This design comes from an exercise in tuning for small area, a short achievable clock period and few clock cycles on the open sky130 flow, not from production work. Where RTL was checked, it was by simulation tests only, not by an equivalence proof against the original. The RTL of runs 2 to 7 was laid out without a check of its function. Power and IR drop assume default switching activity.

**flow/config.mk**
```make
export PLATFORM = sky130hd
export DESIGN_NAME = rsm_cpu
export DESIGN_NICKNAME = rsm_cpu
export VERILOG_FILES = /design/flow/design.v
export SDC_FILE = /design/flow/constraint.sdc
export NUM_CORES = 4
export LEC_CHECK = 0
export CAP_MARGIN = 20
export CORE_MARGIN = 2
export CORE_UTILIZATION = 40
export SETUP_SLACK_MARGIN = 4
export SLEW_MARGIN = 20
```
**flow/run.sh**
```bash
#!/bin/bash
# synth_recipe.tcl (not shown) runs the flow's synth.tcl, then flattens the netlist and writes it again
# the make line also repeats each setting of config.mk as NAME=value (left out here)
make -C /OpenROAD-flow-scripts/flow DESIGN_CONFIG=/design/flow/config.mk WORK_HOME=/design/flow/orfs CLKGATE_MAP_FILE= SYNTH_SCRIPT=/design/flow/synth_recipe.tcl finish
```
**flow/design.v**
```verilog
module pfx_add #(parameter N = 16, parameter L = 4) (a, b, cin, s, c);
  input  [N-1:0] a, b;
  input          cin;
  output [N-1:0] s;
  output [N:0]   c;
  wire [N-1:0] p = a ^ b;
  wire [(L+1)*N-1:0] G, P;
  assign G[N-1:0] = {a[N-1:1] & b[N-1:1], (a[0] & b[0]) | (p[0] & cin)};
  assign P[N-1:0] = p;
  genvar k, i;
  generate
    for (k = 0; k < L; k = k + 1) begin : lvl
      for (i = 0; i < N; i = i + 1) begin : bt
        if (i >= (1 << k)) begin : op
          assign G[(k+1)*N+i] = G[k*N+i] | (P[k*N+i] & G[k*N+i-(1<<k)]);
          assign P[(k+1)*N+i] = P[k*N+i] & P[k*N+i-(1<<k)];
        end else begin : pass
          assign G[(k+1)*N+i] = G[k*N+i];
          assign P[(k+1)*N+i] = P[k*N+i];
        end
      end
    end
  endgenerate
  assign c = {G[L*N +: N], cin};
  assign s = p ^ c[N-1:0];
endmodule
module rsm_cpu(clk, reset, mem_rdata, mem_cmd, mem_addr, mem_wdata, halted);
  input clk, reset;
  input [15:0] mem_rdata;
  output [1:0] mem_cmd;
  output [8:0] mem_addr;
  output [15:0] mem_wdata;
  output halted;
  reg [15:0] R [0:7];       
  reg [8:0]  fpc;           
  reg        fv;            
  reg [8:0]  link;          
  reg        fN, fV, fZ;    
  reg        halt_q;
  reg        w_ld;          
  reg [2:0]  ld_rd;
  reg [15:0] A_q;           
  reg [15:0] B_q;           
  reg [2:0]  e_wd;          
  reg [1:0]  e_sh;
  reg [7:0]  e_imm8;
  reg        e_we;          
  reg        e_ldr, e_str, e_cmp;
  reg        s_imm, s_mov, s_add, s_and, s_mvn, s_link;   
  reg        wA, wB;        
  wire        e_go = !w_ld;                
  reg  [15:0] B;                           
  always @(*)
    case (e_sh)
      2'b00: B = B_q;
      2'b01: B = {B_q[14:0], 1'b0};
      2'b10: B = {1'b0, B_q[15:1]};
      default: B = {B_q[0], B_q[15:1]};
    endcase
  wire [15:0] sum;
  wire [16:0] ca;                           
  wire [14:0] dlo;
  wire [15:0] cs;                           
  pfx_add #(16, 4) u_add(A_q, B, 1'b0, sum, ca);
  pfx_add #(15, 4) u_sub(A_q[14:0], ~B[14:0], 1'b1, dlo, cs);
  wire [15:0] res  = ({16{s_imm}}  & {{8{e_imm8[7]}}, e_imm8}) |
                     ({16{s_mov}}  & B) |
                     ({16{s_add}}  & sum) |
                     ({16{s_and}}  & (A_q & B)) |
                     ({16{s_mvn}}  & ~B) |
                     ({16{s_link}} & {7'b0, link});
  wire nN = A_q[15] ^ ~B[15] ^ cs[15];
  wire nZ = (A_q == B);
  wire nV = (A_q[15] == B[15]) ? (ca[15] != A_q[15]) : (cs[15] != A_q[15]);
  wire [8:0] ea;
  wire [9:0] ea_c;
  pfx_add #(9, 4) u_ea(A_q[8:0], {{4{e_imm8[4]}}, e_imm8[4:0]}, 1'b0, ea, ea_c);
  wire e_mem = e_go & (e_ldr | e_str);
  assign mem_cmd   = halt_q ? 2'b00 : (e_go & e_str) ? 2'b01 : 2'b10;
  assign mem_addr  = e_mem ? ea : fpc;
  assign mem_wdata = B_q;
  assign halted    = halt_q;
  wire fetch = !halt_q & !e_mem;
  wire e_wr  = e_go & e_we;                
  wire [15:0] I = mem_rdata;
  wire [4:0]  opc = I[15:11];
  wire d_b    = (opc == 5'b00100);
  wire d_bl   = (opc == 5'b01011) | (opc == 5'b01010);
  wire d_bx   = (opc == 5'b01000);
  wire d_halt = (opc == 5'b11100);
  wire d_str  = (opc == 5'b10000);
  wire d_ldr  = (opc == 5'b01100);
  wire [2:0] rn = I[10:8];
  wire [2:0] rb = d_str ? I[7:5] : I[2:0];
  wire [15:0] Av = (e_wr & (e_wd == rn)) ? res : R[rn];
  wire [15:0] Bv = (e_wr & (e_wd == rb)) ? res : R[rb];
  wire cmp_now = e_go & e_cmp;
  wire cN = cmp_now ? nN : fN;
  wire cV = cmp_now ? nV : fV;
  wire cZ = cmp_now ? nZ : fZ;
  reg cond;
  always @(*)
    case (I[10:8])
      3'b000: cond = 1'b1;
      3'b001: cond = cZ;
      3'b010: cond = ~cZ;
      3'b011: cond = cN ^ cV;
      3'b100: cond = (cN ^ cV) | cZ;
      default: cond = 1'b0;
    endcase
  wire taken = fv & ((d_b & cond) | d_bl | d_bx);
  wire [8:0] boff;
  wire [9:0] bc_unused;
  pfx_add #(9, 4) u_tgt(fpc, {I[7], I[7:0]}, 1'b0, boff, bc_unused);
  wire [8:0] target = d_bx ? link : boff;
  always @(posedge clk) begin
    if (reset) begin
      fpc <= 9'd0;
      fv <= 1'b0;
      halt_q <= 1'b0;
      w_ld <= 1'b0;
      e_we <= 1'b0; e_ldr <= 1'b0; e_str <= 1'b0; e_cmp <= 1'b0;
    end else begin
      if (taken) fpc <= target;
      else if (fetch) fpc <= fpc + 9'd1;
      fv <= fetch & ~taken;
      if (fv & d_bl) link <= fpc;
      if (fv & d_halt) halt_q <= 1'b1;
      w_ld <= e_go & e_ldr;
      if (e_go & e_ldr) ld_rd <= e_wd;
      if (fv) begin
        e_wd   <= ((opc == 5'b11010) | d_bl) ? I[10:8] : I[7:5];
        e_sh   <= I[4:3];
        e_imm8 <= I[7:0];
        e_we   <= (opc == 5'b11010) | (opc == 5'b11000) | (opc == 5'b10100) |
                  (opc == 5'b10110) | (opc == 5'b10111) | d_bl;
        e_ldr  <= d_ldr;
        e_str  <= d_str;
        e_cmp  <= (opc == 5'b10101);
        s_imm  <= (opc == 5'b11010);
        s_mov  <= (opc == 5'b11000);
        s_add  <= (opc == 5'b10100);
        s_and  <= (opc == 5'b10110);
        s_mvn  <= (opc == 5'b10111);
        s_link <= d_bl;
      end else if (e_go) begin
        e_we <= 1'b0; e_ldr <= 1'b0; e_str <= 1'b0; e_cmp <= 1'b0;
      end
      if (cmp_now) begin fN <= nN; fV <= nV; fZ <= nZ; end
    end
  end
  always @(posedge clk) begin
    if (fv) begin
      A_q <= Av;
      B_q <= Bv;
      wA  <= e_go & e_ldr & (e_wd == rn);
      wB  <= e_go & e_ldr & (e_wd == rb);
    end else if (w_ld) begin
      if (wA) A_q <= mem_rdata;
      if (wB) B_q <= mem_rdata;
    end
  end
  always @(posedge clk) begin
    if (w_ld) R[ld_rd] <= mem_rdata;
    else if (e_wr) R[e_wd] <= res;
  end
endmodule
```
**flow/constraint.sdc**
```tcl
create_clock -name core_clock -period 8.0 [get_ports {clk}]
set_input_delay 1.6000 -clock core_clock [delete_from_list [all_inputs] [get_ports {clk}]]
set_output_delay 1.6000 -clock core_clock [all_outputs]
set_load 0.01 [all_outputs]
```
==> results of run 1 <==
-- critical path, stage by stage (launching register included) --
cell      delay [ns]
edfxtp_1        0.43
buf_6           0.15
ha_4            0.20
a21o_1          0.20
a21oi_2         0.19
o21ai_2         0.08
a21oi_2         0.16
o21bai_1        0.08
a21oi_1         0.18
xor2_1          0.22
o21ai_1         0.09
buf_2           0.14
-- worst max-delay path by stage --
| stage | startpoint | to | cells after the start |
|---|---|---|---|
| 2_1_floorplan | mem_rdata[15] | B_q[10] | 10 |
| 3_3_place_gp | mem_rdata[15] | B_q[10] | 11 |
| 3_5_place_dp | mem_rdata[15] | B_q[10] | 11 |
| 4_1_cts | e_imm8[0] | mem_addr[8] | 13 |
| 5_1_grt | A_q[0] | mem_addr[8] | 13 |
| 6_report | A_q[1] | mem_addr[7] | 11 |
-- Yosys cell counts, drive strengths merged (3+ instances only) --
library cell / count
edfxtp: 194
nand2: 100
nor2: 75
a21oi: 72
mux2i: 71
mux4: 64
o21ai: 55
ha: 51
inv: 41
clkbuf: 33
xnor2: 26
buf: 23
nor2b: 17
dfxtp: 16
nand3: 16
a31o: 14
o31ai: 13
mux2: 12
xor2: 11
a31oi: 10
nand2b: 10
a21o: 9
nand4: 8
nor4: 8
o211ai: 8
a211oi: 7
a222oi: 7
nor3: 7
o21bai: 7
nor3b: 5
a311oi: 4
o2111ai: 4
or3: 4
a22oi: 3
and2: 3
and3: 3
fa: 3
-- timing repair --
| item | 4_1_cts | 5_1_grt |
|---|---|---|
| setup buffers | 18 | 12 |
| hold buffers | 0 | 0 |
| cloned | 1 | 1 |
| setup endpoints to repair | 134 | 110 |
| gates resized for setup | 67 | 44 |
| pin swaps | 20 | 16 |
-- cell families after synthesis --
family / share of synthesized area [%]
and+or+nand+nor: 9.98
AOI/OAI and AO/OA: 12.0
DFF: 48.4
muxes: 18.3
buffers and inverters: 3.23
adders and majority gates: 5.50
xor gates and xnor gates: 2.55
-- area by class of cell --
type	count	area, sq um
fillers	2780	16500
multi-input cells	733	6420
flip-flops and latches	210	6150
clock inverters	18	130
clock buffers	26	629
well taps	402	503
repair buffers	97	928
inverters	43	163
-- per-layer routing --
layer / part of all wire, % / vias to the layer above / GRT usage (%) / wire [um]
li1: - / 4147 / - / -
met1: 42 / 4503 / 29.3 / 14800
met2: 47 / 289 / 33.8 / 16500
met3: 7.0 / 71 / 3.27 / 2470
met4: 3.6 / 0 / 7.58 / 1270
met5: 0 / - / 0 / 0
-- power by group --
part	leakage [nW]	switching, mW	internal, mW
Combinational	3.29	0.325	0.254
Sequential	1.92	0.0445	1.25
Clock	0.367	0.453	0.604
Total	5.57	0.823	2.11
-- per-stage QoR --
stage                     utilization, %  hold WS, ns  setup slack [ns]  power (mW)  instance area, sq um
after floorplan                        -        0.445              4.06        1.66                 12700
after global placement              43.2        0.458              2.52        1.82                 13600
after detailed placement            43.2        0.463              2.51        1.83                 13600
after CTS                           46.7        0.471              3.70        2.91                 14700
after global routing                47.5        0.496              3.58        3.05                 14900
final                               47.5        0.474              3.77        2.93                 14900
-- sequential cells by signal, indices dropped and copies added, names as in the netlist, 3 cells and up --
register  cells
ld_rd         3
A_q          16
link          9
fpc           9
e_imm8        7
R           128
B_q          16
e_wd          3
==> impl_metrics.tcl, run 1 <==
set metrics [dict create \
    status "timing/DRC/antenna clean" \
    synth-seq-area-share_pct 48.4 \
    r2r_cells 17 \
    cellLeakagePower_nw 5.57 \
    drcViolationCount 0 \
    slew_violations 0 \
    start_util_pct 40.4 \
    worst_slew_pin_slew_ns 1.07 \
    synth_top_area_share_pct 45.9 \
    io_pins 46 \
    cts-root-buf "clkbuf_16" \
    setup_viol 0 \
    grt_pass1_wl_mm 53.3 \
    worst_skew_pair.late_latency_ns 0.52 \
    synth_cell_types 75 \
    synth-seq-cells 210 \
    place_hpwl_mm 24.3 \
    rsz0062_at_grt "true" \
    cp-start-kind "register" \
    drive_gt1_share_pct 22.9 \
    netlist.top_cell.by_area "edfxtp_1" \
    finalNetCount 1181 \
    antenna_found_initial 1 \
    die_h_um 182 \
    worst_slew_margin_rel_pct 28.5 \
    syn_nets 1113 \
    min_to "e_ldr" \
    vias_per_cell 5.89 \
    mappedNetlistArea_sq_mm 0.0127 \
    ant_nets 0 \
    hold_start "e_ldr" \
    dr.pass1.iters 5 \
    hold_viol_final 0 \
    synth.avg_cell_area_sq_um 12.2 \
    hold_depth 2 \
    fp.dieW_um 182 \
    grt_max_degree 51 \
    die_area_sq_mm 0.0332 \
    clk_path_buf_depth 3 \
    cts_tree "yes" \
    core_area_sq_mm 0.0314 \
    path_class "register to output port" \
    mostFrequentLayoutCells "194 x edfxtp_1, 98 x nand2_1, 73 x nor2_1" \
    portBuffers 45 \
    rr_endpoint "fpc[4]" \
    mostFrequentLayoutCell "edfxtp_1" \
    hold_path_class "register to register" \
    ys_warn_count 1 \
    synth_cells 1041 \
    placedCellCount 1453 \
    postRouteWirelength_mm 35.1 \
    crit_arrival_ns 2.63 \
    track_usage_pct 21.1 \
    grt_overflow 0 \
    rows 65 \
    ir_drop_mv 0.137 \
    diodes 0 \
    routabilityCongestion 0.878 \
    cts_sinks 210 \
    crit_path_end_kind "output port" \
    route.vias.total 9010 \
    r2r_slack_ns 4.17 \
    r2r-start "e_sh[0]" \
    clkTransAtPathRegs_ns 0.06 \
    finalClockSkew_ns 0.00933 \
    maxCapViolations 0 \
    syn_to_final_growth_pct 17.7 \
    drtIter0Drc 920 \
    h-tree-depth 1 \
    ys_top_cells_by_area "edfxtp_1 46%, mux4_2 11%, mux2i_1 5.4%" \
    cts_buffers 24 \
    crit_fanout 2 \
    pwr_density_cell_mw_per_mm2 196 \
    fmax_mhz 236 \
    tns_ns 0 \
    period_needed_ns 4.23 \
    instances_no_fill 1529 \
    ys.flop_type "edfxtp_1" \
    synth_edf_count 194 \
    fin_crit_sh_pct 52.9 \
    grt_pass1_vias 8687 \
    post_drt_wl_per_cell_um 23.0 \
    crit_required_ns 6.40 \
    postSynth.asyncResetShare_pct 0 \
]
Testbench counts, summed over its fixed seeds: cycles 76,740.
==> run 2, diff against run 1 <==
--- a/flow/design.v
+++ b/flow/design.v
@@ -1,28 +1,8 @@
-module pfx_add #(parameter N = 16, parameter L = 4) (a, b, cin, s, c);
-  input  [N-1:0] a, b;
-  input          cin;
-  output [N-1:0] s;
-  output [N:0]   c;
-  wire [N-1:0] p = a ^ b;
-  wire [(L+1)*N-1:0] G, P;
-  assign G[N-1:0] = {a[N-1:1] & b[N-1:1], (a[0] & b[0]) | (p[0] & cin)};
-  assign P[N-1:0] = p;
-  genvar k, i;
-  generate
-    for (k = 0; k < L; k = k + 1) begin : lvl
-      for (i = 0; i < N; i = i + 1) begin : bt
-        if (i >= (1 << k)) begin : op
-          assign G[(k+1)*N+i] = G[k*N+i] | (P[k*N+i] & G[k*N+i-(1<<k)]);
-          assign P[(k+1)*N+i] = P[k*N+i] & P[k*N+i-(1<<k)];
-        end else begin : pass
-          assign G[(k+1)*N+i] = G[k*N+i];
-          assign P[(k+1)*N+i] = P[k*N+i];
-        end
-      end
-    end
-  endgenerate
-  assign c = {G[L*N +: N], cin};
-  assign s = p ^ c[N-1:0];
+module ea_add(base, imm5, ea);
+  input  [8:0] base;
+  input  [4:0] imm5;
+  output [8:0] ea;
+  assign ea = base + {{4{imm5[4]}}, imm5};
 endmodule
 module rsm_cpu(clk, reset, mem_rdata, mem_cmd, mem_addr, mem_wdata, halted);
   input clk, reset;
@@ -57,24 +37,21 @@
       2'b10: B = {1'b0, B_q[15:1]};
       default: B = {B_q[0], B_q[15:1]};
     endcase
-  wire [15:0] sum;
-  wire [16:0] ca;                           
-  wire [14:0] dlo;
-  wire [15:0] cs;                           
-  pfx_add #(16, 4) u_add(A_q, B, 1'b0, sum, ca);
-  pfx_add #(15, 4) u_sub(A_q[14:0], ~B[14:0], 1'b1, dlo, cs);
+  wire [15:0] sum = A_q + B;
+  wire [15:0] dlo = {1'b0, A_q[14:0]} + {1'b0, ~B[14:0]} + 16'd1;
+  wire ca15 = sum[15] ^ A_q[15] ^ B[15];
+  wire cs15 = dlo[15];
   wire [15:0] res  = ({16{s_imm}}  & {{8{e_imm8[7]}}, e_imm8}) |
                      ({16{s_mov}}  & B) |
                      ({16{s_add}}  & sum) |
                      ({16{s_and}}  & (A_q & B)) |
                      ({16{s_mvn}}  & ~B) |
                      ({16{s_link}} & {7'b0, link});
-  wire nN = A_q[15] ^ ~B[15] ^ cs[15];
+  wire nN = A_q[15] ^ ~B[15] ^ cs15;
   wire nZ = (A_q == B);
-  wire nV = (A_q[15] == B[15]) ? (ca[15] != A_q[15]) : (cs[15] != A_q[15]);
+  wire nV = (A_q[15] == B[15]) ? (ca15 != A_q[15]) : (cs15 != A_q[15]);
   wire [8:0] ea;
-  wire [9:0] ea_c;
-  pfx_add #(9, 4) u_ea(A_q[8:0], {{4{e_imm8[4]}}, e_imm8[4:0]}, 1'b0, ea, ea_c);
+  ea_add u_ea(A_q[8:0], e_imm8[4:0], ea);
   wire e_mem = e_go & (e_ldr | e_str);
   assign mem_cmd   = halt_q ? 2'b00 : (e_go & e_str) ? 2'b01 : 2'b10;
   assign mem_addr  = e_mem ? ea : fpc;
@@ -109,9 +86,7 @@
       default: cond = 1'b0;
     endcase
   wire taken = fv & ((d_b & cond) | d_bl | d_bx);
-  wire [8:0] boff;
-  wire [9:0] bc_unused;
-  pfx_add #(9, 4) u_tgt(fpc, {I[7], I[7:0]}, 1'b0, boff, bc_unused);
+  wire [8:0] boff = fpc + {I[7], I[7:0]};
   wire [8:0] target = d_bx ? link : boff;
   always @(posedge clk) begin
     if (reset) begin
==> run 2 against run 1 <==
- clock power is 5% higher
- cell count is 0.46% higher
- sequential share of layout area is 0.12 points higher
- fmax is 5.5% lower
- die area is 0.69% lower
- worst setup slack worse by 0.25 ns
- critical path type unchanged
- register-to-register slack better by 0.02 ns
- non-clock buffer count is 4 higher
- highest routed layer unchanged
- design area is 0.33% lower
- critical path depth is 1 higher
==> impl_metrics.tcl, run 2 <==
set metrics [dict create \
    post_drt_wl_per_cell_um 23.1 \
    drtIter0Drc 861 \
    cts_tree "yes" \
    track_usage_pct 21.2 \
    portBuffers 45 \
    clkPwrFrac_pct 37.8 \
    route.vias.total 9113 \
    drive_gt1_share_pct 22.3 \
    worst_slew_pin_slew_ns 1.22 \
    grt_max_degree 48 \
    mostFrequentLayoutCells "194 x edfxtp_1, 111 x nand2_1, 71 x nor2_1" \
    fin_crit_sh_pct 56.0 \
    grt_overflow 0 \
    ys_warn_count 1 \
    ir_drop_mv 0.142 \
    crit_arrival_ns 2.88 \
    maxCapViolations 0 \
    crit_path_end_kind "output port" \
    cts-root-buf "clkbuf_16" \
    netlist.top_cell.by_area "edfxtp_1" \
    crit_required_ns 6.40 \
    timing.hold.ws_ns 0.508 \
    worst_slack_ns 3.52 \
    setup_viol 0 \
    power.internal_mw 2.13 \
    place_hpwl_mm 24.5 \
    clk_path_buf_depth 3 \
    fillers 2746 \
    finalClockSkew_ns 0.0170 \
    antenna_found_initial 0 \
    postRouteWirelength_mm 35.4 \
    synth-seq-area-share_pct 48.8 \
    synth_cell_types 70 \
    tns_ns 0 \
    ant_nets 0 \
    syn_to_final_growth_pct 18.1 \
    largest_reg_flops 128 \
    period_needed_ns 4.48 \
    crit_fanout 2 \
    vias_per_cell 5.93 \
    postSynth.asyncResetShare_pct 0 \
    ys_top_cells_by_area "edfxtp_1 46%, mux4_2 11%, ha_1 5.0%" \
    p_switching_mw 0.802 \
    ys.flop_type "edfxtp_1" \
    netSwitchingFraction_pct 27.4 \
    pre_cts_ws_ns 2.05 \
    core_area_sq_mm 0.0308 \
    finalNetCount 1194 \
    crit_path_frequent_cell "o21ai_2" \
    critPathBufInv 2 \
    mappedNetlistArea_sq_mm 0.0126 \
    rsz0062_at_grt "true" \
    place_area_sq_mm 0.0135 \
    fp.dieW_um 181 \
    seq_power_share_pct 43.8 \
    placedCellCount 1460 \
    synth_cells 1057 \
    cp-start-kind "register" \
    mostFrequentLayoutCell "edfxtp_1" \
    cellLeakagePower_nw 5.54 \
    reg_top3 "R x128, A_q x16, B_q x16" \
    synth_top_area_share_pct 46.2 \
    routabilityCongestion 0.894 \
    die_h_um 181 \
    r2r_slack_ns 4.19 \
    cp_slowest_cell "edfxtp_1" \
    cpPeakStageDelay_ns 0.40 \
    grt_pass1_wl_mm 53.6 \
    grt_pass1_vias 8829 \
    rows 64 \
    hold_viol_final 0 \
    ys_top_cells_by_count "194 x edfxtp_1, 111 x nand2_1, 71 x a21oi_1, 71 x nor2_1, 64 x mux4_2" \
    synth_edf_count 194 \
    status "timing/DRC/antenna clean" \
    synth-seq-cells 210 \
    slew_violations 0 \
    combinationalPowerShare_pct 18.4 \
    synth.avg_cell_area_sq_um 11.9 \
    yosysMostFrequentCell "edfxtp_1" \
    h-tree-depth 1 \
    start_util_pct 40.9 \
    diodes 0 \
    cts_buffers 24 \
    drcViolationCount 0 \
    clkTransAtPathRegs_ns 0.06 \
    crit_chain "ha_2 > inv_2 > fa_2 > nor2b_2 > o21ai_2 > a21boi_2 > o21ai_2 > a21oi_2 > o21a_1 > nor4b_1 > or3b_4 > buf_6" \
    final_cell_area_sq_mm 0.0149 \
    fmax_mhz 223 \
    top_register "R" \
    pwr_density_cell_mw_per_mm2 197 \
    hold_path_class "register to register" \
    syn_nets 1128 \
    cts_sinks 210 \
    instances_no_fill 1536 \
    fin_total_pwr_mw 2.93 \
    dr.pass1.iters 5 \
    hold_buffers 0 \
    worst_skew_pair.late_latency_ns 0.54 \
    path_class "register to output port" \
    critPathTopFamily "compound AO/OA/AOI/OAI gates" \
    die_area_sq_mm 0.0329 \
    io_pins 46 \
    worst_slew_margin_rel_pct 17.9 \
    final_util_pct 48.3 \
]
-- run 2: cell count changes after synthesis, moves of 6 or more --
cell	before	now
a211oi_1	6	13
and3_1	3	9
clkbuf_1	33	40
inv_1	41	51
mux2i_1	68	62
nand2_1	98	111
nor3_1	6	14
o31ai_1	9	3
-- run 2: area by class of cell --
class / instances / area [sq um] / area share [%]
Multi-Input combinational cell: 734 / 6280 / 42.2
Clock buffer: 29 / 619 / 4.16
Tap cell: 396 / 495 / 3.33
Clock inverter: 14 / 170 / 1.14
Inverter: 52 / 195 / 1.31
Timing Repair Buffer: 101 / 967 / 6.50
Sequential cell: 210 / 6150 / 41.3
-- run 2: worst register-to-register path, delay by kind of cell, from the launching register on --
kind,cells,cell delay (ns)
compound gates,8,1.78
flops,1,0.44
buf+inv,2,0.28
simple gates,2,0.30
fa+ha+maj,2,0.75
-- run 2: kinds of logic (layout without fill, tap and decap cells) --
kind of cell	count (synthesis)	in the layout	share of synthesized area, %
flops	210	210	48.8
simple gates	278	278	10.2
mux	139	139	17.7
compound gates	227	227	11.6
buf+inv	113	196	3.65
xor+xnor	37	37	2.57
fa+ha+maj	53	53	5.44
-- run 2: power groups by stage --
| stage | Sequential, mW | Clock, mW | Combinational (mW) |
|---|---|---|---|
| 2_1_floorplan | 1.28 | 0 | 0.345 |
| 3_3_place_gp | 1.31 | 0 | 0.470 |
| 3_5_place_dp | 1.31 | 0 | 0.475 |
| 4_1_cts | 1.28 | 1.13 | 0.505 |
| 5_1_grt | 1.29 | 1.17 | 0.589 |
| 6_report | 1.28 | 1.11 | 0.540 |
-- run 2: final timing paths --
kind | startpoint | cells after the start | endpoint
min | e_cmp | 2 | e_cmp
max reg2reg | e_imm8[4] | 14 | R[5][14]
min reg2reg | e_cmp | 2 | e_cmp
max | A_q[0] | 12 | mem_addr[8]
-- run 2: per-layer routing --
metal  vias to the layer above  GRT usage (%)  part of all wire (%)
li1                       4145              -                     -
met3                        60           3.11                   6.4
met4                         0           5.66                   2.6
met5                         -              0                     0
met2                       326           35.6                    48
met1                      4582           29.0                    43
-- run 2: what timing repair did --
action / CTS / global route
gates cloned: 2 / 0
setup endpoints to repair: 111 / 113
buffers inserted: 23 / 8
resized for setup: 74 / 60
pin swaps: 15 / 6
==> run 3, diff against run 2 <==
--- a/flow/config.mk
+++ b/flow/config.mk
@@ -10,3 +10,4 @@
 export CORE_UTILIZATION = 40
 export SETUP_SLACK_MARGIN = 4
 export SLEW_MARGIN = 20
+export SYNTH_HIERARCHICAL = 1
==> run 3 against run 2 <==
- clock-buffer cell count decreased by 3
- cell count increased by 0.91%
- largest power group unchanged
- largest cell class unchanged
- first-iteration DRC count up 16%
- still clean
- utilization increased by 0.84 points
==> impl_metrics.tcl, run 3 <==
set metrics [dict create \
    status "timing/DRC/antenna clean" \
    fmax_mhz 236 \
    grt_max_degree 41 \
    final_util_pct 49.1 \
    mostFrequentLayoutCells "194 x edfxtp_1, 90 x nand2_1, 79 x nor2_1" \
    clk_path_buf_depth 3 \
    cellLeakagePower_nw 5.63 \
    hold_path_class "register to register" \
    largest_reg_flops 128 \
    rows 65 \
    ys.flop_type "edfxtp_1" \
    hold_start "e_we" \
    start_util_pct 40.5 \
    hold_viol_final 0 \
    drive_gt1_share_pct 26.1 \
    r2r_cells 15 \
    synth_cells 1042 \
    timing.hold.ws_ns 0.492 \
    r2r_slack_ns 3.80 \
    io_pins 46 \
    crit_required_ns 6.40 \
    path_class "register to output port" \
    diodes 0 \
    ant_nets 0 \
    netlist.top_cell.by_area "edfxtp_1" \
    crit_fanout 3 \
    synth-seq-cells 210 \
    worst_slack_ns 3.76 \
    postRouteWirelength_mm 37.3 \
    reg_top3 "R x128, A_q x16, B_q x16" \
    finalClockSkew_ns 0.0276 \
    h-tree-depth 1 \
    die_h_um 182 \
    cp-start-kind "register" \
    final_cell_area_sq_mm 0.0154 \
    drcViolationCount 0 \
    vias_per_cell 6.05 \
    cts_buffers 24 \
    place_area_sq_mm 0.0137 \
    ir_drop_mv 0.168 \
    finalNetCount 1201 \
    worst_slew_pin_slew_ns 0.980 \
    cts_tree "yes" \
    drtIter0Drc 999 \
    cts-root-buf "clkbuf_16" \
    synth-seq-area-share_pct 48.4 \
    fin_crit_sh_pct 53.0 \
    maxCapViolations 0 \
    worst_skew_pair.late_latency_ns 0.55 \
    synth_cell_types 69 \
    portBuffers 45 \
    track_usage_pct 22.3 \
    grt_overflow 0 \
    rsz0062_at_grt "true" \
    synth_top_area_share_pct 45.8 \
    route.vias.total 9383 \
    pre_cts_ws_ns 2.17 \
    core_area_sq_mm 0.0314 \
    clkTransAtPathRegs_ns 0.06 \
    r2r-start "e_sh[0]" \
    worst_slew_margin_rel_pct 33.9 \
    mostFrequentLayoutCell "edfxtp_1" \
    hold_buffers 0 \
    fillers 2752 \
    slew_violations 0 \
    ys_top_cells_by_area "edfxtp_1 46%, mux4_2 11%, ha_1 4.9%" \
    place_hpwl_mm 24.8 \
    grt_pass1_vias 9191 \
    synth_edf_count 194 \
    mappedNetlistArea_sq_mm 0.0127 \
    postSynth.asyncResetShare_pct 0 \
    top_register "R" \
    syn_to_final_growth_pct 21.3 \
    post_drt_wl_per_cell_um 24.1 \
    cts_sinks 210 \
    pwr_density_cell_mw_per_mm2 189 \
    min_to "e_we" \
    period_needed_ns 4.24 \
    syn_nets 1113 \
    routabilityCongestion 0.854 \
    antenna_found_initial 0 \
    rr_endpoint "fpc[8]" \
    crit_arrival_ns 2.64 \
    ys_warn_count 7 \
    setup_viol 0 \
    yosysMostFrequentCell "edfxtp_1" \
    die_area_sq_mm 0.0332 \
    dr.pass1.iters 6 \
    grt_pass1_wl_mm 56.4 \
    fp.dieW_um 182 \
    ys_top_cells_by_count "194 x edfxtp_1, 91 x nand2_1, 79 x nor2_1" \
    tns_ns 0 \
    synth.avg_cell_area_sq_um 12.2 \
    hold_depth 2 \
    crit_path_end_kind "output port" \
]
## run 3: cell families after synthesis
| family | count (synthesis) | synth area share (%) |
|---|---|---|
| xor gates and xnor gates | 36 | 2.48 |
| muxes | 161 | 19.4 |
| adders and majority gates | 53 | 5.40 |
| and+or+nand+nor | 274 | 10.4 |
| AOI/OAI and AO/OA | 212 | 11.0 |
| DFF | 210 | 48.4 |
| buffers and inverters | 96 | 2.97 |
## run 3: per-module statistics from Yosys, one instance, submodules excluded
| module | flops+latches | times used | cell area (sq um) |
|---|---|---|---|
| ea_add | 0 | 1 | 345 |
| rsm_cpu | 210 | 1 | 12400 |
## run 3: worst max-delay path by stage
stage                             end  cells after the start           from  slack (ns)
after detailed placement      B_q[10]                      9  mem_rdata[15]        2.17
final                     mem_addr[6]                      8      e_imm8[1]        3.76
after floorplan               B_q[10]                     10  mem_rdata[11]        3.82
after global routing           fpc[7]                     17        e_sh[0]        3.65
after CTS                      fpc[6]                     17        e_sh[0]        3.75
after global placement        B_q[10]                      9  mem_rdata[15]        2.22
## run 3: power by group
part / leakage [nW] / total [mW] / switching [mW] / internal (mW)
clock: 0.356 / 1.04 / 0.452 / 0.585
sequential: 1.92 / 1.29 / 0.0480 / 1.24
combinational: 3.35 / 0.595 / 0.323 / 0.272
## run 3: what timing repair did
item / 4_1_cts / 5_1_grt
cloned: 4 / 1
pin swaps: 21 / 6
endpoints found under the setup margin: 104 / 112
gates resized for setup: 101 / 42
setup buffers: 36 / 9
## run 3: metrics by stage
| stage | total power [mW] | cells |
|---|---|---|
| global placement | 1.81 | 1455 |
| floorplan | 1.66 | 1042 |
| CTS | 2.90 | 1539 |
| global route | 3.02 | 1550 |
| finish | 2.92 | 1550 |
| detailed placement | 1.82 | 1455 |
## run 3: final cells by class
class	count	area [sq um]	area share, %
inverters	40	150	0.974
clock inverters	18	141	0.917
clock buffers	26	608	3.95
multi-input cells	737	6720	43.6
well taps	402	503	3.26
repair buffers	117	1140	7.43
flip-flops and latches	210	6150	39.9
## run 3: critical path, cell delays in order, from the launching register on
cell and delay (ns):
edfxtp_1 0.44, buf_6 0.15, fa_2 0.39, a21o_4 0.22, a21oi_4 0.17, o21ai_1 0.11, xor2_1 0.15, mux2_2 0.26
clkdlybuf4s15_2 0.22
## run 3: metal layers
layer  track usage, %  up-vias  part of all wire, %
met4             7.81        0                  4.1
li1                 -     4183                    -
met5                0        -                    0
met3             3.11       77                  7.1
met1             30.3     4700                   42
met2             36.7      423                   47
==> run 4, diff against run 3 <==
--- a/flow/config.mk
+++ b/flow/config.mk
@@ -5,9 +5,9 @@
 export SDC_FILE = /design/flow/constraint.sdc
 export NUM_CORES = 4
 export LEC_CHECK = 0
+export ABC_AREA = 1
 export CAP_MARGIN = 20
 export CORE_MARGIN = 2
 export CORE_UTILIZATION = 40
 export SETUP_SLACK_MARGIN = 4
 export SLEW_MARGIN = 20
-export SYNTH_HIERARCHICAL = 1
==> run 4 against run 3 <==
- register-to-register slack better by 0.13 ns
- die area down 0.59%
- clock skew is 0.010 ns lower
- utilization is 0.40 points higher
- total power up 4.5%
- wire length up 12%
- worst setup slack worse by 0.079 ns
- worst hold slack worse by 0.0071 ns
- non-clock buffer count grew 3
- flip-flop and latch count is the same
- combinational power increased by 7.1%
- critical endpoint is now mem_addr[8]
- largest cell class unchanged
- largest power group unchanged
==> impl_metrics.tcl, run 4 <==
set metrics [dict create \
    status "timing/DRC/antenna clean" \
    synth_top_area_share_pct 46.1 \
    synth_cells 1443 \
    finalNetCount 1597 \
    synth_cell_types 53 \
    grt_max_degree 67 \
    track_usage_pct 23.7 \
    die_h_um 182 \
    antenna_found_initial 0 \
    portBuffers 45 \
    drtIter0Drc 1277 \
    cts_sinks 210 \
    synth_compound_area_share_pct 19.0 \
    fmax_mhz 232 \
    place_hpwl_mm 26.6 \
    vias_per_cell 5.81 \
    maxCapViolations 0 \
    mappedNetlistArea_sq_mm 0.0126 \
    worst_slew_margin_rel_pct 30.8 \
    cp-start-kind "register" \
    hold_viol_final 0 \
    top_register "R" \
    crit_arrival_ns 2.72 \
    post_drt_wl_per_cell_um 21.5 \
    path_class "register to output port" \
    setup_viol 0 \
    hold_path_class "register to register" \
    postSynth.asyncResetShare_pct 0 \
    synth-simple-area-share_pct 18.2 \
    drcViolationCount 0 \
    crit_path_end_kind "output port" \
    synth.avg_cell_area_sq_um 8.75 \
    cts_tree "yes" \
    mostFrequentLayoutCells "236 x nand2_1, 194 x edfxtp_1, 147 x nor2_1" \
    finalClockSkew_ns 0.0174 \
    pwr_density_cell_mw_per_mm2 197 \
    worst_slew_pin_slew_ns 1.03 \
    period_needed_ns 4.32 \
    grt_pass1_wl_mm 59.9 \
    cts_buffers 24 \
    largest_reg_flops 128 \
    drive_gt1_share_pct 16.9 \
    netlist.top_cell.by_area "edfxtp_1" \
    yosysMostFrequentCell "nand2_1" \
    synth-seq-cells 210 \
    routabilityCongestion 0.911 \
    crit_required_ns 6.40 \
    synthAdderAreaFrac_pct 5.43 \
    dr.pass1.iters 5 \
    fp.dieW_um 182 \
    synth.area.mux_share_pct 0.347 \
    synth_edf_count 194 \
    start_util_pct 40.3 \
    reg_top3 "R x128, A_q x16, B_q x16" \
    timing.hold.ws_ns 0.485 \
    diodes 0 \
    synth-seq-area-share_pct 48.7 \
    ys_warn_count 1 \
    syn_to_final_growth_pct 22.7 \
    ys_top_cells_by_area "edfxtp_1 46%, nand2_1 7.5%, o21ai_0 6.4%" \
    ys.flop_type "edfxtp_1" \
    clk_path_buf_depth 3 \
    h-tree-depth 1 \
    grt_pass1_vias 10300 \
    rows 65 \
    mostFrequentLayoutCell "nand2_1" \
    die_area_sq_mm 0.0330 \
    clkTransAtPathRegs_ns 0.06 \
    io_pins 46 \
    postRouteWirelength_mm 41.9 \
    cts-root-buf "clkbuf_16" \
    worst_skew_pair.late_latency_ns 0.52 \
    ant_nets 0 \
    slew_violations 0 \
    synth_top_family_by_area "compound AO/OA/AOI/OAI gates" \
    rsz0062_at_grt "true" \
    synth_xor_area_share_pct 1.66 \
    tns_ns 0 \
    cellLeakagePower_nw 5.95 \
    core_area_sq_mm 0.0313 \
    route.vias.total 11300 \
    grt_overflow 0 \
    ir_drop_mv 0.158 \
    ys_top_cells_by_count "251 x nand2_1, 194 x edfxtp_1, 162 x o21ai_0" \
    syn_nets 1514 \
    crit_fanout 2 \
    fin_crit_sh_pct 54.0 \
]
-- run 4: final cells by class --
cell class	count	area (sq um)
clock buffer	35	693
clock inverter	9	123
fill	2862	15800
inverter	148	579
multi-input combinational	1020	6260
sequential	210	6150
tap	402	503
timing repair buffer	120	1170
timing repair inverter	2	15.0
-- run 4: logic make-up (layout without fill, tap and decap cells) --
kind of cell             count (synthesis)  after routing
buffers and inverters                  217            314
multiplexers                             4              4
AND/OR/NAND/NOR                        539            543
adder cells (fa/ha/maj)                 53             53
flip-flops                             210            210
AO/OA/AOI/OAI                          396            396
XOR/XNOR                                24             24
-- run 4: per-stage QoR --
stage | total power [mW] | instance area [sq um] | instances | setup slack, ns | utilization [%]
final | 3.05 | 15500 | 1946 | 3.68 | 49.5
after global routing | 3.16 | 15500 | 1946 | 3.45 | 49.5
after CTS | 2.97 | 14700 | 1909 | 3.70 | 47.0
after detailed placement | 1.81 | 13500 | 1840 | 2.50 | 43.0
after global placement | 1.80 | 13500 | 1840 | 2.25 | 43.0
after floorplan | 1.64 | 12600 | 1443 | 4.24 | -
-- run 4: where the power goes --
part	leakage [nW]	internal, mW	switching (mW)
clock network	0.392	0.696	0.437
registers	1.92	1.24	0.0391
logic	3.64	0.240	0.396
-- run 4: timing repair --
item,in CTS,in global routing
hold endpoints to repair,0,0
resized for setup,76,119
cloned,3,6
setup endpoints to repair,137,124
hold buffers,0,0
setup buffers,22,31
pin swaps,13,65
-- run 4: per-layer routing --
layer / vias to the layer above / part of all wire, % / wire length, um / track usage [%]
met5: - / 0 / 0 / 0
met4: 0 / 3.8 / 1590 / 8.88
met3: 110 / 8.1 / 3410 / 3.19
met2: 568 / 48 / 20000 / 40.2
met1: 5358 / 40 / 16800 / 31.1
li1: 5269 / - / - / -
-- run 4: final timing paths --
check,cells past startpoint,from,endpoint,slack (ns)
hold / removal,0,fpc[8],link[8],0.48
setup reg to reg,28,e_sh[0],fpc[3],3.93
hold reg to reg,0,fpc[8],link[8],0.48
setup / recovery,16,A_q[0],mem_addr[8],3.68
-- run 4: worst max-delay path: stages (launching register included) --
cell and delay [ns]:
edfxtp_1 0.36, ha_2 0.18, inv_2 0.04, fa_2 0.35
nor2_2 0.11, a211oi_2 0.06, nor2_1 0.15, nor2_1 0.06
nor2_1 0.08, nor2_1 0.06, nor2_1 0.14, nor2_1 0.06
nor2_1 0.14, nor3_1 0.06, nand3b_1 0.15, o21ai_1 0.07
buf_2 0.14
==> run 5, diff against run 4 <==
==> flow/flow/run.sh (new file) <==
#!/bin/bash
# The standard layout, with the input and output port buffers made from
# plain buffers (sky130_fd_sc_hd__buf_4) instead of the delay cells
# buffer_ports picks by default. Every port is still buffered.
set -euo pipefail
cd "$(dirname "$0")/.."
export BUFFER_PORTS_ARGS="-buffer_cell sky130_fd_sc_hd__buf_4"
bash standard.sh > standard_flow.log 2>&1
==> flow/standard.sh (new file) <==
#!/bin/bash
# synth_recipe.tcl (not shown) runs the flow's synth.tcl, then flattens the netlist and writes it again
# the make line also repeats each setting of config.mk as NAME=value (left out here)
make -C /OpenROAD-flow-scripts/flow DESIGN_CONFIG=/design/flow/config.mk WORK_HOME=/design/flow/orfs CLKGATE_MAP_FILE= SYNTH_SCRIPT=/design/flow/synth_recipe.tcl "${@:-finish}"
--- a/flow/config.mk
+++ b/flow/config.mk
@@ -5,7 +5,6 @@
 export SDC_FILE = /design/flow/constraint.sdc
 export NUM_CORES = 4
 export LEC_CHECK = 0
-export ABC_AREA = 1
 export CAP_MARGIN = 20
 export CORE_MARGIN = 2
 export CORE_UTILIZATION = 40
removed: flow/run.sh
==> run 5 against run 4 <==
- clock-buffer cell count fell by 7
- highest routed layer unchanged
- first-iteration DRC count fell by 33%
- wire length fell by 13%
- clock power barely moved
- clock skew rose by 0.0054 ns
- still clean
- largest power group unchanged
- worst hold slack improved by 0.018 ns
- flip-flop and latch count did not move
- synthesized area fell by 0.25%
- total power fell by 2.5%
==> impl_metrics.tcl, run 5 <==
set metrics [dict create \
    mostFrequentLayoutCell "edfxtp_1" \
    path_class "register to output port" \
    cts_tree "yes" \
    crit_path_frequent_cell "buf_6" \
    hold_path_class "register to register" \
    synth.avg_cell_area_sq_um 11.9 \
    synth.area.mux_share_pct 17.7 \
    ys_warn_count 1 \
    maxCapViolations 0 \
    finalClockSkew_ns 0.0227 \
    routabilityCongestion 0.912 \
    ant_nets 0 \
    crit_required_ns 6.40 \
    cts-root-buf "clkbuf_16" \
    synth-seq-area-share_pct 48.8 \
    critPathTopFamily "buffers and inverters" \
    hold_viol_final 0 \
    reg_top3 "R x128, A_q x16, B_q x16" \
    synth-seq-cells 210 \
    cp-start-kind "register" \
    synth_top_family_by_area "multiplexers" \
    die_h_um 181 \
    synth_compound_area_share_pct 11.6 \
    diodes 0 \
    rsz0062_at_grt "true" \
    drtIter0Drc 860 \
    setup_viol 0 \
    netSwitchingFraction_pct 27.1 \
    slew_violations 0 \
    fp.dieW_um 181 \
    cp_slowest_cell "edfxtp_1" \
    largest_reg_flops 128 \
    mappedNetlistArea_sq_mm 0.0126 \
    grt_max_degree 48 \
    postRouteWirelength_mm 36.4 \
    ir_drop_mv 0.156 \
    netlist.top_cell.by_area "edfxtp_1" \
    grt_overflow 0 \
    worst_slew_margin_rel_pct 28.1 \
    core_area_sq_mm 0.0308 \
    r2r_cells 17 \
    p_switching_mw 0.805 \
    cts_sinks 210 \
    cpPeakStageDelay_ns 0.41 \
    ys_top_cells_by_count "194 x edfxtp_1, 111 x nand2_1, 71 x a21oi_1, 71 x nor2_1, 64 x mux4_2" \
    crit_end "mem_addr[4]" \
    clk_path_buf_depth 3 \
    yosysMostFrequentCell "edfxtp_1" \
    postSynth.asyncResetShare_pct 0 \
    synthAdderAreaFrac_pct 5.44 \
    h-tree-depth 1 \
    r2r-start "e_sh[0]" \
    seq_power_share_pct 43.0 \
    timing.hold.ws_ns 0.503 \
    ys.flop_type "edfxtp_1" \
    crit_arrival_ns 2.91 \
    worst_slew_pin_slew_ns 1.08 \
    syn_nets 1128 \
    io_pins 46 \
    dr.pass1.iters 6 \
    fin_total_pwr_mw 2.97 \
    crit_chain "ha_4 > inv_2 > fa_2 > nor2b_2 > o21ai_2 > buf_4 > buf_6 > buf_6 > buf_6 > buf_6 > buf_6 > buf_6 > nand2_2 > nor2_1 > o31ai_1 > buf_4" \
    rr_endpoint "fpc[2]" \
    vias_per_cell 5.90 \
    mostFrequentLayoutCells "194 x edfxtp_1, 110 x nand2_1, 91 x buf_4" \
    hold_buffers 0 \
    status "timing/DRC/antenna clean" \
    grt_pass1_vias 8801 \
    fin_crit_sh_pct 56.3 \
    r2r_slack_ns 4.19 \
    tns_ns 0 \
    synth-simple-area-share_pct 10.2 \
    fillers 2707 \
    grt_pass1_wl_mm 54.0 \
    critical_path.startpoint "A_q[0]" \
    track_usage_pct 21.6 \
    period_needed_ns 4.51 \
    syn_to_final_growth_pct 19.2 \
    place_hpwl_mm 24.4 \
    rows 64 \
    crit_fanout 2 \
    drive_gt1_share_pct 27.7 \
    synth_edf_count 194 \
    post_drt_wl_per_cell_um 23.5 \
    cts_buffers 23 \
    synth_cells 1057 \
    drcViolationCount 0 \
    critPathBufInv 9 \
    combinationalPowerShare_pct 19.1 \
    synth_top_area_share_pct 46.2 \
    cellLeakagePower_nw 5.59 \
    portBuffers 45 \
    pwr_density_cell_mw_per_mm2 198 \
    route.vias.total 9118 \
    cp_num_cells 16 \
    fmax_mhz 222 \
    clkPwrFrac_pct 37.9 \
    finalNetCount 1204 \
    antenna_found_initial 1 \
    synth_cell_types 70 \
    power.internal_mw 2.17 \
    start_util_pct 40.9 \
    crit_path_end_kind "output port" \
    die_area_sq_mm 0.0329 \
    ys_top_cells_by_area "edfxtp_1 46%, mux4_2 11%, ha_1 5.0%" \
    top_register "R" \
    worst_skew_pair.late_latency_ns 0.54 \
    synth_xor_area_share_pct 2.57 \
    clkTransAtPathRegs_ns 0.06 \
]
==> run 5: worst min-delay path by stage <==
stage          start    end  slack, ns  cells after the start
4_1_cts        e_cmp  e_cmp       0.51                      2
3_3_place_gp   e_cmp  e_cmp       0.47                      2
2_1_floorplan  e_cmp  e_cmp       0.46                      2
5_1_grt        e_cmp  e_cmp       0.54                      2
3_5_place_dp   e_cmp  e_cmp       0.49                      2
6_report       e_cmp  e_cmp       0.50                      2
==> run 5: per-layer routing <==
| layer | track usage [%] | vias to the layer above | share of wire, % |
|---|---|---|---|
| li1 | - | 4174 | - |
| met5 | 0 | - | 0 |
| met2 | 35.6 | 327 | 49 |
| met1 | 29.7 | 4549 | 43 |
| met4 | 6.76 | 0 | 2.8 |
| met3 | 2.79 | 68 | 5.8 |
==> run 5: power by group through the flow <==
| stage | Combinational [mW] | Clock (mW) | Sequential [mW] |
|---|---|---|---|
| finish | 0.568 | 1.13 | 1.28 |
| global placement | 0.471 | 0 | 1.30 |
| global route | 0.618 | 1.18 | 1.28 |
| floorplan | 0.345 | 0 | 1.28 |
| detailed placement | 0.475 | 0 | 1.30 |
| CTS | 0.514 | 1.14 | 1.28 |
==> run 5: cell type report <==
cell class	instances	area [sq um]	area share, %
multi-input cells	734	6370	42.4
repair buffers	112	997	6.64
flip-flops and latches	210	6150	40.9
well taps	396	495	3.30
clock buffers	28	614	4.09
clock inverters	14	191	1.28
inverters	52	195	1.30
==> run 5: worst min-delay path: stages (launching register included) <==
cell     delay [ns]
dfxtp_1        0.33
a21oi_1        0.06
nor2_1         0.07
==> run 5: what timing repair did <==
item	CTS	global route
pin swaps	19	18
setup buffers	27	17
gates cloned	1	3
setup endpoints to repair	115	106
gates resized for setup	44	72
==> run 5: logic make-up (layout without fill, tap and decap cells) <==
kind of cell / Yosys count / in the layout
XOR/XNOR: 37 / 37
flip-flops: 210 / 210
adder cells (fa/ha/maj): 53 / 53
multiplexers: 139 / 139
AO/OA/AOI/OAI: 227 / 227
buffers and inverters: 113 / 206
AND/OR/NAND/NOR: 278 / 278
==> run 5: through the flow <==
step | cells | instance area [sq um] | setup WS [ns] | util [%]
final | 1546 | 15000 | 3.49 | 48.7
after global routing | 1546 | 15000 | 3.39 | 48.7
after CTS | 1526 | 14600 | 3.48 | 47.2
after detailed placement | 1456 | 13300 | 2.62 | 43.3
after global placement | 1456 | 13300 | 2.67 | 43.3
after floorplan | 1057 | 12600 | 3.75 | -
==> run 6, diff against run 5 <==
--- a/flow/design.v
+++ b/flow/design.v
@@ -60,13 +60,16 @@
   wire fetch = !halt_q & !e_mem;
   wire e_wr  = e_go & e_we;                
   wire [15:0] I = mem_rdata;
-  wire [4:0]  opc = I[15:11];
-  wire d_b    = (opc == 5'b00100);
-  wire d_bl   = (opc == 5'b01011) | (opc == 5'b01010);
-  wire d_bx   = (opc == 5'b01000);
-  wire d_halt = (opc == 5'b11100);
-  wire d_str  = (opc == 5'b10000);
-  wire d_ldr  = (opc == 5'b01100);
+  wire [2:0]  opc = I[15:13];
+  wire d_b    = (opc == 3'b001);
+  wire d_bl   = (opc == 3'b010) &  I[12];    
+  wire d_bx   = (opc == 3'b010) & ~I[12];
+  wire d_halt = (opc == 3'b111);
+  wire d_str  = (opc == 3'b100);
+  wire d_ldr  = (opc == 3'b011);
+  wire d_movi = (opc == 3'b110) &  I[12];
+  wire d_movr = (opc == 3'b110) & ~I[12];
+  wire d_alu  = (opc == 3'b101);            
   wire [2:0] rn = I[10:8];
   wire [2:0] rb = d_str ? I[7:5] : I[2:0];
   wire [15:0] Av = (e_wr & (e_wd == rn)) ? res : R[rn];
@@ -104,19 +107,18 @@
       w_ld <= e_go & e_ldr;
       if (e_go & e_ldr) ld_rd <= e_wd;
       if (fv) begin
-        e_wd   <= ((opc == 5'b11010) | d_bl) ? I[10:8] : I[7:5];
+        e_wd   <= (d_movi | d_bl) ? I[10:8] : I[7:5];
         e_sh   <= I[4:3];
         e_imm8 <= I[7:0];
-        e_we   <= (opc == 5'b11010) | (opc == 5'b11000) | (opc == 5'b10100) |
-                  (opc == 5'b10110) | (opc == 5'b10111) | d_bl;
+        e_we   <= d_movi | d_movr | (d_alu & (I[12:11] != 2'b01)) | d_bl;
         e_ldr  <= d_ldr;
         e_str  <= d_str;
-        e_cmp  <= (opc == 5'b10101);
-        s_imm  <= (opc == 5'b11010);
-        s_mov  <= (opc == 5'b11000);
-        s_add  <= (opc == 5'b10100);
-        s_and  <= (opc == 5'b10110);
-        s_mvn  <= (opc == 5'b10111);
+        e_cmp  <= d_alu & (I[12:11] == 2'b01);
+        s_imm  <= d_movi;
+        s_mov  <= d_movr;
+        s_add  <= d_alu & (I[12:11] == 2'b00);
+        s_and  <= d_alu & (I[12:11] == 2'b10);
+        s_mvn  <= d_alu & (I[12:11] == 2'b11);
         s_link <= d_bl;
       end else if (e_go) begin
         e_we <= 1'b0; e_ldr <= 1'b0; e_str <= 1'b0; e_cmp <= 1'b0;
==> flow/run.sh (new file) <==
#!/bin/bash
# synth_recipe.tcl (not shown) runs the flow's synth.tcl, then flattens the netlist and writes it again
# the make line also repeats each setting of config.mk as NAME=value (left out here)
make -C /OpenROAD-flow-scripts/flow DESIGN_CONFIG=/design/flow/config.mk WORK_HOME=/design/flow/orfs CLKGATE_MAP_FILE= SYNTH_SCRIPT=/design/flow/synth_recipe.tcl finish
removed: flow/flow/run.sh
removed: flow/standard.sh
==> run 6 against run 5 <==
- cell count grew 11%
- synthesized cell count grew 17%
- critical path type unchanged
- via count grew 11%
- wire length grew 5.2%
- total power grew 4.2%
- clock skew shrank 0.0076 ns
==> impl_metrics.tcl, run 6 <==
set metrics [dict create \
    antenna_found_initial 0 \
    power.internal_mw 2.21 \
    grt_pass1_wl_mm 57.4 \
    drtIter0Drc 1084 \
    drive_gt1_share_pct 19.3 \
    final_cell_area_sq_mm 0.0153 \
    clkPwrFrac_pct 35.8 \
    finalClockSkew_ns 0.0151 \
    routabilityCongestion 0.873 \
    io_pins 46 \
    synth-seq-area-share_pct 47.8 \
    vias_per_cell 5.90 \
    cellLeakagePower_nw 5.86 \
    largest_reg_flops 128 \
    cpPeakStageDelay_ns 0.41 \
    ant_nets 0 \
    mappedNetlistArea_sq_mm 0.0129 \
    dr.pass1.iters 5 \
    ys.flop_type "edfxtp_1" \
    grt_overflow 0 \
    ys_warn_count 1 \
    diodes 0 \
    ir_drop_mv 0.164 \
    h-tree-depth 1 \
    cts_buffers 24 \
    period_needed_ns 4.24 \
    synth_edf_count 194 \
    p_switching_mw 0.890 \
    hold_start "e_ldr" \
    finalNetCount 1374 \
    fp.dieW_um 183 \
    min_to "e_ldr" \
    worst_slew_pin_slew_ns 0.914 \
    ys_top_cells_by_area "edfxtp_1 45%, nand2_1 7.1%, mux4_2 5.6%" \
    crit_chain "ha_2 > inv_2 > fa_2 > nor2b_1 > o21ai_1 > nand2b_1 > a21oi_2 > o21bai_2 > a21o_1 > a21oi_2 > xnor2_2 > o21ai_1 > buf_2" \
    yosysMostFrequentCell "nand2_1" \
    place_area_sq_mm 0.0137 \
    combinationalPowerShare_pct 22.4 \
    fmax_mhz 236 \
    mostFrequentLayoutCell "nand2_1" \
    fin_crit_sh_pct 53.0 \
    r2r_slack_ns 4.06 \
    hold_path_class "register to register" \
    pwr_density_cell_mw_per_mm2 202 \
    clkTransAtPathRegs_ns 0.06 \
    postSynth.asyncResetShare_pct 0 \
    place_hpwl_mm 25.3 \
    netSwitchingFraction_pct 28.7 \
    crit_path_end_kind "output port" \
    synth.avg_cell_area_sq_um 10.4 \
    crit_arrival_ns 2.64 \
    grt_pass1_vias 9727 \
    timing.hold.ws_ns 0.492 \
    die_h_um 183 \
    fillers 2829 \
    core_area_sq_mm 0.0316 \
    cts-root-buf "clkbuf_16" \
    rows 65 \
    status "timing/DRC/antenna clean" \
    postRouteWirelength_mm 38.3 \
    clk_path_buf_depth 3 \
    r2r-start "e_sh[0]" \
    portBuffers 45 \
    start_util_pct 40.6 \
    cts_sinks 210 \
    seq_power_share_pct 41.8 \
    hold_buffers 0 \
    cp_slowest_cell "edfxtp_1" \
    cp-start-kind "register" \
    ys_top_cells_by_count "244 x nand2_1, 194 x edfxtp_1, 74 x nor2_1" \
    netlist.top_cell.by_area "edfxtp_1" \
    mostFrequentLayoutCells "242 x nand2_1, 194 x edfxtp_1, 73 x nor2_1" \
    slew_violations 0 \
    rr_endpoint "fpc[3]" \
    track_usage_pct 22.2 \
    route.vias.total 10200 \
    hold_viol_final 0 \
    rsz0062_at_grt "true" \
    reg_top3 "R x128, A_q x16, B_q x16" \
    crit_required_ns 6.40 \
    post_drt_wl_per_cell_um 22.2 \
    grt_max_degree 54 \
    worst_slew_margin_rel_pct 38.7 \
    top_register "R" \
    hold_depth 2 \
    crit_fanout 2 \
    maxCapViolations 0 \
    syn_nets 1305 \
    setup_viol 0 \
    synth_top_area_share_pct 45.3 \
    drcViolationCount 0 \
    synth-seq-cells 210 \
    tns_ns 0 \
    die_area_sq_mm 0.0336 \
    synth_cells 1234 \
    syn_to_final_growth_pct 19.0 \
    worst_skew_pair.late_latency_ns 0.52 \
    cts_tree "yes" \
    r2r_cells 19 \
    path_class "register to output port" \
    synth_cell_types 79 \
]
run 6: cell types whose count changed after synthesis, moves of 12 or more:
cell      change
nand2_1     +133
nand3_1      +39
mux4_2       -32
and3_1       +21
a311oi_1     +19
a21o_1       +14
a21oi_1      -13
mux2i_1      -13
clkbuf_1     +12
run 6: worst max path at each step:
stage	endpoint	from	cells past startpoint
2_1_floorplan	B_q[14]	mem_rdata[14]	8
3_3_place_gp	B_q[3]	mem_rdata[15]	9
3_5_place_dp	B_q[15]	mem_rdata[15]	9
4_1_cts	mem_addr[8]	A_q[0]	13
5_1_grt	mem_addr[8]	A_q[0]	13
6_report	mem_addr[8]	A_q[0]	13
run 6: power groups by stage:
stage	clock network (mW)	registers, mW	logic, mW
6_report	1.11	1.30	0.694
4_1_cts	1.12	1.29	0.617
3_3_place_gp	0	1.32	0.575
3_5_place_dp	0	1.32	0.584
5_1_grt	1.17	1.30	0.756
2_1_floorplan	0	1.30	0.421
run 6: final cells by class:
cell class / count / area, sq um / share of cell area [%]
inverter: 44 / 168 / 1.10
timing repair buffer: 113 / 1010 / 6.61
sequential: 210 / 6150 / 40.2
multi-input combinational: 910 / 6690 / 43.7
clock buffer: 27 / 633 / 4.14
clock inverter: 15 / 153 / 0.997
tap: 402 / 503 / 3.29
run 6: kinds of logic (layout without fill, tap and decap cells):
logic type,after synthesis,in the layout,synth area share (%)
adders and majority gates,53,53,5.33
muxes,92,92,10.5
xor gates and xnor gates,40,40,2.72
and+or+nand+nor,463,465,16.1
DFF,210,210,47.8
buffers and inverters,116,199,3.67
AOI/OAI and AO/OA,260,260,13.9
run 6: routing by layer:
layer / wire [um] / up-vias / global-route usage (%)
met3: 2350 / 63 / 3.06
met4: 1040 / 0 / 5.76
met1: 16400 / 5030 / 30.1
met5: 0 / - / 0
li1: - / 4708 / -
met2: 18500 / 356 / 37.3
run 6: timing repair:
action	in CTS	in global routing
setup buffers	17	26
endpoints found under the setup margin	135	108
resized for setup	70	88
gates cloned	0	3
pin swaps	21	28
run 6: worst max-delay path, delay by kind of cell (launching register included):
family | cells | cell delay [ns]
AND/OR/NAND/NOR | 2 | 0.15
buffers and inverters | 2 | 0.20
XOR/XNOR | 1 | 0.10
flip-flops | 1 | 0.41
adder cells (fa/ha/maj) | 2 | 0.42
AO/OA/AOI/OAI | 6 | 0.85
run 6: through the flow:
step	cells	setup WS, ns	power [mW]	utilization, %
final	1721	3.76	3.10	48.4
after global routing	1721	3.60	3.22	48.4
after CTS	1692	3.66	3.03	46.6
after detailed placement	1633	2.46	1.90	43.3
after global placement	1633	2.55	1.89	43.3
after floorplan	1234	4.00	1.72	-
==> run 7, diff against run 6 <==
--- a/flow/design.v
+++ b/flow/design.v
@@ -72,8 +72,17 @@
   wire d_alu  = (opc == 3'b101);            
   wire [2:0] rn = I[10:8];
   wire [2:0] rb = d_str ? I[7:5] : I[2:0];
-  wire [15:0] Av = (e_wr & (e_wd == rn)) ? res : R[rn];
-  wire [15:0] Bv = (e_wr & (e_wd == rb)) ? res : R[rb];
+  function [15:0] rd8(input [2:0] n, input [127:0] r);
+    integer k;
+    begin
+      rd8 = 16'd0;
+      for (k = 0; k < 8; k = k + 1)
+        rd8 = rd8 | (r[16*k +: 16] & {16{n == k}});
+    end
+  endfunction
+  wire [127:0] Rall = {R[7], R[6], R[5], R[4], R[3], R[2], R[1], R[0]};
+  wire [15:0] Av = (e_wr & (e_wd == rn)) ? res : rd8(rn, Rall);
+  wire [15:0] Bv = (e_wr & (e_wd == rb)) ? res : rd8(rb, Rall);
   wire cmp_now = e_go & e_cmp;
   wire cN = cmp_now ? nN : fN;
   wire cV = cmp_now ? nV : fV;
==> run 7 against run 6 <==
- register-to-register slack worse by 0.08 ns
- synthesized cell count is 1.9% higher
- global-route usage is 0.50 points higher
- sequential share of layout area is 0.90 points higher
- largest power group unchanged
==> impl_metrics.tcl, run 7 <==
set metrics [dict create \
    synth-seq-cells 210 \
    synth.area.mux_share_pct 9.85 \
    top_register "R" \
    postSynth.asyncResetShare_pct 0 \
    synth_cell_types 71 \
    crit_path_end_kind "output port" \
    reg_top3 "R x128, A_q x16, B_q x16" \
    pwr_density_cell_mw_per_mm2 204 \
    ir_drop_mv 0.119 \
    diodes 0 \
    worst_skew_pair.late_latency_ns 0.52 \
    io_pins 46 \
    syn_to_final_growth_pct 16.8 \
    synth_top_area_share_pct 45.5 \
    crit_arrival_ns 2.66 \
    grt_max_degree 55 \
    finalClockSkew_ns 0.0165 \
    ys_warn_count 1 \
    cts_buffers 25 \
    cts_tree "yes" \
    fin_crit_sh_pct 53.2 \
    status "timing/DRC/antenna clean" \
    fillers 2920 \
    path_class "register to output port" \
    syn_nets 1329 \
    period_needed_ns 4.26 \
    portBuffers 45 \
    synth_xor_area_share_pct 3.01 \
    ys.flop_type "edfxtp_1" \
    netlist.top_cell.by_area "edfxtp_1" \
    cellLeakagePower_nw 5.67 \
    antenna_found_initial 0 \
    place_hpwl_mm 26.3 \
    hold_path_class "register to register" \
    clkTransAtPathRegs_ns 0.06 \
    postRouteWirelength_mm 38.9 \
    route.vias.total 10200 \
    die_area_sq_mm 0.0335 \
    grt_overflow 0 \
    final_util_pct 47.5 \
    drcViolationCount 0 \
    synth-seq-area-share_pct 48.0 \
    rows 65 \
    synth_edf_count 194 \
    cts-root-buf "clkbuf_16" \
    dr.pass1.iters 5 \
    synth_cells 1258 \
    hold_buffers 0 \
    hold_viol_final 0 \
    cts_sinks 210 \
    synth.avg_cell_area_sq_um 10.2 \
    synth_top_family_by_area "simple AND/OR/NAND/NOR gates" \
    fmax_mhz 235 \
    setup_viol 0 \
    finalNetCount 1379 \
    core_area_sq_mm 0.0316 \
    mostFrequentLayoutCells "219 x nand2_1, 194 x edfxtp_1, 94 x nor2_1" \
    routabilityCongestion 0.888 \
    clk_path_buf_depth 3 \
    grt_pass1_vias 9612 \
    synth_compound_area_share_pct 14.1 \
    slew_violations 0 \
    fp.dieW_um 183 \
    start_util_pct 40.6 \
    maxCapViolations 0 \
    yosysMostFrequentCell "nand2_1" \
    crit_fanout 2 \
    synth-simple-area-share_pct 16.1 \
    mappedNetlistArea_sq_mm 0.0128 \
    h-tree-depth 1 \
    worst_slew_margin_rel_pct 22.3 \
    drive_gt1_share_pct 16.1 \
    tns_ns 0 \
    grt_pass1_wl_mm 58.4 \
    die_h_um 183 \
    ys_top_cells_by_area "edfxtp_1 45%, nand2_1 6.4%, ha_1 4.9%" \
    drtIter0Drc 954 \
    synthAdderAreaFrac_pct 5.35 \
    rsz0062_at_grt "true" \
    worst_slew_pin_slew_ns 1.15 \
    ant_nets 0 \
    track_usage_pct 22.6 \
    vias_per_cell 5.91 \
    fin_total_pwr_mw 3.06 \
    post_drt_wl_per_cell_um 22.5 \
    ys_top_cells_by_count "219 x nand2_1, 194 x edfxtp_1, 96 x nor2_1" \
    largest_reg_flops 128 \
    cp-start-kind "register" \
    crit_required_ns 6.40 \
    mostFrequentLayoutCell "nand2_1" \
]
-- run 7: cell types whose count changed in the layout (fill, tap and decap cells not counted), moves of 12 or more --
cell / change
nor2_1: +21
and3_1: -21
o21ai_1: -14
nand3_1: +17
nand2_1: -23
a21oi_1: +34
mux2_2: +12
mux4_2: -12
a311oi_1: -15
-- run 7: power breakdown --
part           internal (mW)  switching, mW  total [mW]
clock network          0.666          0.447        1.11
registers               1.25         0.0472        1.29
logic                  0.273          0.379       0.652
-- run 7: cell families after synthesis --
kind of cell,count (synthesis)
flip-flops,210
AND/OR/NAND/NOR,465
buffers and inverters,116
XOR/XNOR,44
AO/OA/AOI/OAI,275
multiplexers,95
adder cells (fa/ha/maj),53
-- run 7: critical path: stages, from the launching register on --
cell,delay [ns]
edfxtp_1,0.39
ha_2,0.20
inv_2,0.04
fa_2,0.35
nor2b_1,0.12
o21ai_1,0.07
nand2b_1,0.11
a21oi_1,0.07
o21bai_1,0.17
a21o_1,0.16
a21oi_2,0.06
xnor2_1,0.16
o21ai_1,0.07
buf_2,0.15
-- run 7: per-stage QoR --
stage	instance area, sq um	hold WS (ns)	worst slack (ns)	cells
after floorplan	12800	0.478	4.01	1258
after detailed placement	13700	0.519	2.49	1652
final	15000	0.544	3.74	1728
after global routing	15000	0.561	3.60	1728
after CTS	14700	0.548	3.74	1716
after global placement	13600	0.495	2.25	1652
-- run 7: area by class of cell --
type | count | area [sq um] | area share [%]
sequential | 210 | 6150 | 41.1
tap | 402 | 503 | 3.36
multi-input combinational | 934 | 6510 | 43.5
clock inverter | 12 | 119 | 0.794
clock buffer | 33 | 686 | 4.58
timing repair buffer | 98 | 852 | 5.69
inverter | 39 | 150 | 1.00
-- run 7: path summary, 6_finish.rpt --
| path | from | to | slack (ns) | cells after the start |
|---|---|---|---|---|
| worst max-delay path | A_q[0] | mem_addr[8] | 3.74 | 13 |
| worst min-delay path | e_ldr | e_ldr | 0.54 | 2 |
| worst max register to register | e_sh[0] | R[5][12] | 3.98 | 16 |
| worst min register to register | e_ldr | e_ldr | 0.54 | 2 |
-- run 7: layer usage --
metal	share of wire [%]	vias to the layer above	global-route usage (%)
li1	-	4744	-
met1	44	5001	31.6
met2	47	402	37.0
met3	6.5	67	2.38
met4	2.8	0	7.49
met5	0	-	0
-- run 7: repair_timing --
item / CTS / global route
pin swaps: 17 / 12
resized for setup: 61 / 43
cloned: 2 / 0
setup endpoints to repair: 88 / 85
buffers inserted: 17 / 12

-- afterwards: timing with drivers on the ports --
The results above use ideal ports. As a check the final layouts listed here were re-extracted and re-timed, cells and wires unchanged.
Step 1 sets driving cells, clkbuf_16 on the clock port and buf_2 on the other inputs (assumed; they add their load-dependent delay and slew).
Step 2 adds t to the input delays and takes it off the output delays; t is the mean of the earliest and latest rising clock arrival at the registers after step 1. Input paths then give back, and output paths get back, about the clock's delay inside the block.
Three values: no drivers, after step 1, after step 2; two values: the first two.
run	t, ns	setup WS [ns]	worst setup path at the end	worst register clock-pin slew, ns
run 1	0.567	3.770 / 3.720 / 3.582	input to register	0.07 / 0.07
run 2	0.579	3.522 / 3.474 / 3.546	input to register	0.06 / 0.06
run 3	0.585	3.761 / 3.708 / 3.478	input to register	0.06 / 0.06
run 4	0.562	3.682 / 3.634 / 3.328	input to register	0.06 / 0.06
run 5	0.580	3.493 / 3.444 / 3.506	input to register	0.07 / 0.07
run 6	0.570	3.764 / 3.711 / 3.526	input to register	0.07 / 0.07
run 7	0.570	3.745 / 3.691 / 3.513	input to register	0.06 / 0.06
After both steps setup and hold are still met in every run listed. For run 4, which loses most, drivers alone change the setup slack by -0.048 ns; drivers and shift together by -0.354 ns.
